From an optimization exercise on the open Yosys and OpenROAD flow, aimed at small area and a short achievable clock period; shortcuts taken in it are not production practice. No functional check of the RTL was part of any run shown here. Power figures rest on the tool's default switching activity, not on a simulated workload.

## flow/design.v (module list and top-level ports; edited modules follow where they fit)
// module multiplier: 2020 lines
// module mul_fa: 4 lines
// module mul_ha: 4 lines
module multiplier #(parameter N = 32) (
    input logic CLK, EN_mult, EN_blockRead, rst_n,
    input logic [15:0] mult_input0,
    input logic [15:0] mult_input1,
    input logic [N - 1:0] readMem_val,
    output logic RDY_mult, EN_readMem, EN_writeMem, VALID_memVal,
    output logic [N - 1:0] writeMem_val, memVal_data,
    output logic [5:0] writeMem_addr, readMem_addr
    );
  // ...
==> flow/run.sh <==
#!/bin/bash
# synth_recipe.tcl (not shown) runs the flow's synth.tcl, then flattens the netlist and writes it again
# the make line also repeats each setting of config.mk as NAME=value (left out here)
make -C /OpenROAD-flow-scripts/flow DESIGN_CONFIG=/design/flow/config.mk WORK_HOME=/design/flow/orfs CLKGATE_MAP_FILE= SYNTH_SCRIPT=/design/flow/synth_recipe.tcl finish
==> flow/config.mk <==
export PLATFORM = sky130hd
export DESIGN_NAME = multiplier
export DESIGN_NICKNAME = multiplier
export VERILOG_FILES = /design/flow/design.v
export SDC_FILE = /design/flow/constraint.sdc
export NUM_CORES = 4
export LEC_CHECK = 0
export CAP_MARGIN = 20
export CORE_MARGIN = 2
export CORE_UTILIZATION = 40
export SLEW_MARGIN = 20
export SYNTH_HIERARCHICAL = 1
export SYNTH_MINIMUM_KEEP_SIZE = 0
==> flow/constraint.sdc <==
create_clock -name core_clock -period 3.6 [get_ports {CLK}]
set_input_delay 0.7200 -clock core_clock [delete_from_list [all_inputs] [get_ports {CLK}]]
set_output_delay 0.7200 -clock core_clock [all_outputs]
set_load 0.01 [all_outputs]
==> impl_metrics.py, run 1 <==
metrics = {
    "worst_setup_path": {
        "path_max_fanout": 3,
        "r2r_slack_ps": 940,
        "worstPathArrival_ps": 3110,
        "r2r-start": "s2_999",
        "critPathLaunchType": "register",
        "r2r-end": "s3_1079",
        "crit_type": "reg2reg",
    },
    "timing": {
        "worst_pin_slew_ps": 809.9,
        "setup_viol": 0,
        "min_period_ps": 2657,
    },
    "global_routing": {
        "grt_pass1_vias": 9508,
        "use_met1": 0.2385,
    },
    "yosys": {
        "synth_adder_area_share": 0.2641,
        "async_flop_share": 0,
        "synth_area_leaders": "dfxtp_1 51%, fa_1 23%, and2_1 9.7%",
        "synth_warnings": 7,
    },
    "routing": {
        "route.met2.wl_microns": 14880,
        "wl_met3_microns": 2133,
        "wl_met1_microns": 17550,
    },
    "cells_and_area": {
        "fillers": 3734,
        "design_area_sq_um": 19630,
        "layout_commonest_cell": "dfxtp_1",
    },
    "floorplan": {
        "floorplan.initialDensity": 0.4064,
    },
    "place": {
        "preCtsSetupSlack_ps": 661.4,
    },
    "power": {
        "ir_drop_v": 0.0003774,
        "powerSeq_uw": 6250,
        "power.total_uw": 15380,
    },
    "status": {
        "status": "no timing/DRC/antenna violations",
    },
}
==> run 2: changes to the inputs <==
--- a/flow/config.mk
+++ b/flow/config.mk
@@ -10,2 +10,3 @@
 export CORE_UTILIZATION = 40
+export SETUP_SLACK_MARGIN = 2.0
 export SLEW_MARGIN = 20
==> impl_metrics.py, run 2 <==
metrics = {
    "global_routing": {
        "antenna_found_initial": 1,
        "grt-ovfl-total": 0,
        "track_usage": 0.1661,
        "grt_pass1_wl_microns": 55830,
        "grt_pass1_vias": 9736,
        "grt_max_degree": 17,
    },
    "yosys": {
        "synth_nets": 1595,
        "async_flop_share": 0,
        "synth_area_leader_cell": "dfxtp_1",
        "yosysUniqueCellTypes": 51,
        "synth_flop_cell": "dfxtp_1",
        "synth-edff-count": 0,
        "synth_warnings": 7,
        "syn_avg_cell_area_sq_um": 13.31,
        "ys_seq_area_frac": 0.5109,
        "ys_ff_latch": 436,
        "syn_inst": 1284,
        "synthesis.area_sq_um": 17080,
        "synth_top_cells_by_count": "436 x dfxtp_1, 264 x and2_1, 196 x fa_1",
        "synth_area_leaders": "dfxtp_1 51%, fa_1 23%, and2_1 9.7%",
        "synth_top_area_share": 0.5109,
        "synth_most_common_cell": "dfxtp_1",
    },
    "clock_tree": {
        "cts-buffers-inserted": 45,
        "tritoncts": "built",
        "cts_root_buf": "clkbuf_16",
        "cts.hold.buffers_added": 0,
        "clk_path_buf_depth": 3,
        "ctsHtreeMaxLevel": 2,
        "cts_sinks": 436,
        "clock_latency_ps": 570,
        "clkTransAtPathRegs_ps": 60,
    },
    "status": {
        "status": "no timing/DRC/antenna violations",
    },
    "place": {
        "preCtsSetupSlack_ps": 579.5,
        "hpwlAfterDp_microns": 25240,
        "place_inst": 1816,
        "routabilityCongestion": 0.8074,
        "placed_cell_area_sq_um": 18240,
        "io_buffers": 83,
    },
    "routing": {
        "drt_iter0_drc": 413,
        "drtAntennaViolNets": 0,
        "drc_errors": 0,
        "dr_total_vias": 8958,
        "via_per_inst": 4.601,
        "wl_per_cell_microns": 18.43,
        "routed_wl_microns": 35890,
        "firstDrtPassIters": 4,
    },
    "worst_setup_path": {
        "critPathMaxStageDelay_ps": 320,
        "critPathLaunchType": "register",
        "worst_r2r_path_depth": 13,
        "worstPathArrival_ps": 2750,
        "endpoint_kind": "register",
        "crit_top_cell": "buf_6",
        "r2r_slack_ps": 1280,
        "crit_type": "reg2reg",
        "cp_top_family": "compound AO/OA/AOI/OAI gates",
        "r2r-start": "s2_1000",
        "worst-path-buf-inv": 5,
        "crit_slowest_cell": "dfxtp_1",
        "critPathRequiredTime_ps": 4030,
        "r2r-end": "s3_1088",
        "crit_chain": "ha_4 > buf_4 > buf_6 > buf_6 > buf_6 > buf_6 > a211oi_4 > o21ai_2 > nand4_1 > o211ai_4 > a21oi_4 > o31ai_2 > xor2_1",
        "path_max_fanout": 4,
    },
    "timing": {
        "fin_skew_ps": 16.56,
        "slew-limit-headroom": 0.6155,
        "period_share": 0.6447,
        "hold_viol_final": 0,
        "min_period_ps": 2321,
        "setup_viol": 0,
        "setup_slack_ps": 1279,
        "final_max_slew_viol_count": 0,
        "worst_pin_slew_ps": 576.7,
        "max_freq_ghz": 0.4308,
        "rsz0062_at_grt": "yes",
        "finalSetupTns_ps": 0,
    },
    "cells_and_area": {
        "drive_above_1_share": 0.2649,
        "instances_no_fill": 1947,
        "design_area_sq_um": 20640,
        "layout_commonest_cell": "dfxtp_1",
        "largest_registers": "ra x6, wa x6, pipe_en x4",
        "final_cell_mix": "394 x dfxtp_1, 226 x and2_1, 180 x fa_1",
        "syn_to_final_growth_pct": 20.84,
        "final_nets": 1682,
        "antenna_cells": 0,
    },
    "worst_hold_path": {
        "min_from": "s0_573",
        "hold_path_depth": 0,
        "min_path_type": "reg2reg",
        "hold_end": "s1_885",
    },
    "power": {
        "ir_drop_v": 0.0003428,
        "powerDensity_nw_per_um2": 798.9,
        "p_leak_uw": 0.008954,
    },
    "floorplan": {
        "fp.dieW_microns": 210.7,
        "die_height_microns": 210.7,
        "num_io_pins": 148,
        "rows": 75,
        "core_region_area_sq_um": 42040,
        "floorplan.initialDensity": 0.4064,
        "design.die.area_sq_um": 44380,
    },
    "flow_run": {
        "drv_cap": 0,
    },
}
[run 2: worst max path at each step]
stage              startpoint       to  slack (ps)  cells after the start
2_1_floorplan          s2_999  s3_1079        1330                      9
3_3_place_gp   mult_input0[4]   s0_485         660                      4
3_5_place_dp   mult_input0[4]   s0_485         580                      4
4_1_cts                s2_999  s3_1093        1250                      9
5_1_grt                s2_999  s3_1085        1190                      9
6_report              s2_1000  s3_1088        1280                     13
[run 2: what timing repair did]
action                     4_1_cts  5_1_grt
resized for setup              415       59
setup endpoints to repair      164       86
cloned                           0        0
buffers inserted                30       17
pin swaps                       34       24
[run 2: final cells by class]
cell class                      count  area, sq um
Fill cell                        3696        21400
Sequential cell                   436         8788
Multi-Input combinational cell    729         8118
Timing Repair Buffer              147         1343
Clock buffer                       61         1339
Tap cell                          539        674.4
Clock inverter                     23        337.8
Inverter                           12        45.04
[run 2: stage by stage]
| step | utilization | hold WS (ps) | total power, uW |
|---|---|---|---|
| after floorplan | - | 309.6 | 9495 |
| after global placement | 0.4339 | 311.0 | 10730 |
| after detailed placement | 0.4339 | 312.1 | 10800 |
| after CTS | 0.4833 | 324.3 | 16340 |
| after global routing | 0.4911 | 329.9 | 17450 |
| final | 0.4911 | 324.2 | 16490 |
[run 2: where the power goes]
group	total [uW]	internal, uW	switching [uW]
logic	5050	2410	2650
clock network	5130	3190	1940
registers	6310	5870	446
[run 2: per-module statistics from Yosys (local to each module, per instance)]
module	flops+latches	cell area [sq um]	cells inside	times used
mul_ha	0	12.51	1	15
mul_fa	0	20.02	1	195
multiplier	436	12990	1074	1
[run 2: kinds of logic (layout without fill, tap and decap cells)]
| logic type | Yosys count | after routing | synth area share |
|---|---|---|---|
| muxes | 2 | 2 | 0.001172 |
| xor gates and xnor gates | 33 | 33 | 0.01692 |
| buffers and inverters | 119 | 243 | 0.04028 |
| and+or+nand+nor | 348 | 348 | 0.1206 |
| DFF | 436 | 436 | 0.5109 |
| AOI/OAI and AO/OA | 103 | 103 | 0.04599 |
| adders and majority gates | 243 | 243 | 0.2641 |
[run 2: worst reg2reg max path, cell delays in order, from the launching register on]
cell      delay (ps)
dfxtp_1          320
ha_4             160
buf_4            130
buf_6            100
buf_6            100
buf_6            100
buf_6            110
a211oi_4         250
o21ai_2          110
nand4_1          140
o211ai_4         160
a21oi_4          250
o31ai_2           90
xor2_1           170
[run 2: metal layers]
metal | vias up | GRT usage | wire length [microns]
li1 | 4197 | - | -
met1 | 4486 | 0.2364 | 17260
met2 | 214 | 0.2546 | 15830
met3 | 61 | 0.03286 | 1956
met4 | 0 | 0.05634 | 842
met5 | - | 0 | 0

==> re-timing with driven ports <==
In the flow no input, the clock included, has a driving cell. The finished layouts below were timed again as built, in two steps.
Step 1, drivers: a clkbuf_16 drives CLK and a buf_2 each remaining input, both assumed.
Step 2 adds t to the input delays and takes it off the output delays; t is the mean of the earliest and latest rising clock arrival at the registers after step 1. Input paths then give back, and output paths get back, about the clock's delay inside the block.
a / b / c = ideal ports / drivers / drivers and shift; a / b = the first two.
run | shift t [ns] | setup slack, ns | worst setup path after step 2 | latest minus earliest clock arrival (ns) | worst slew at a driven data input, ns
run 1 | 0.611 | 0.943 / 0.943 / 0.682 | input to register | 0.023 / 0.022 | 0.09
run 2 | 0.609 | 1.279 / 1.279 / 1.279 | register to register | 0.022 / 0.022 | 0.08
After both steps setup and hold are still met in every run listed. The setup slack of run 1, which loses most, moves by 0.000 ns with the drivers and by -0.261 ns with both steps.
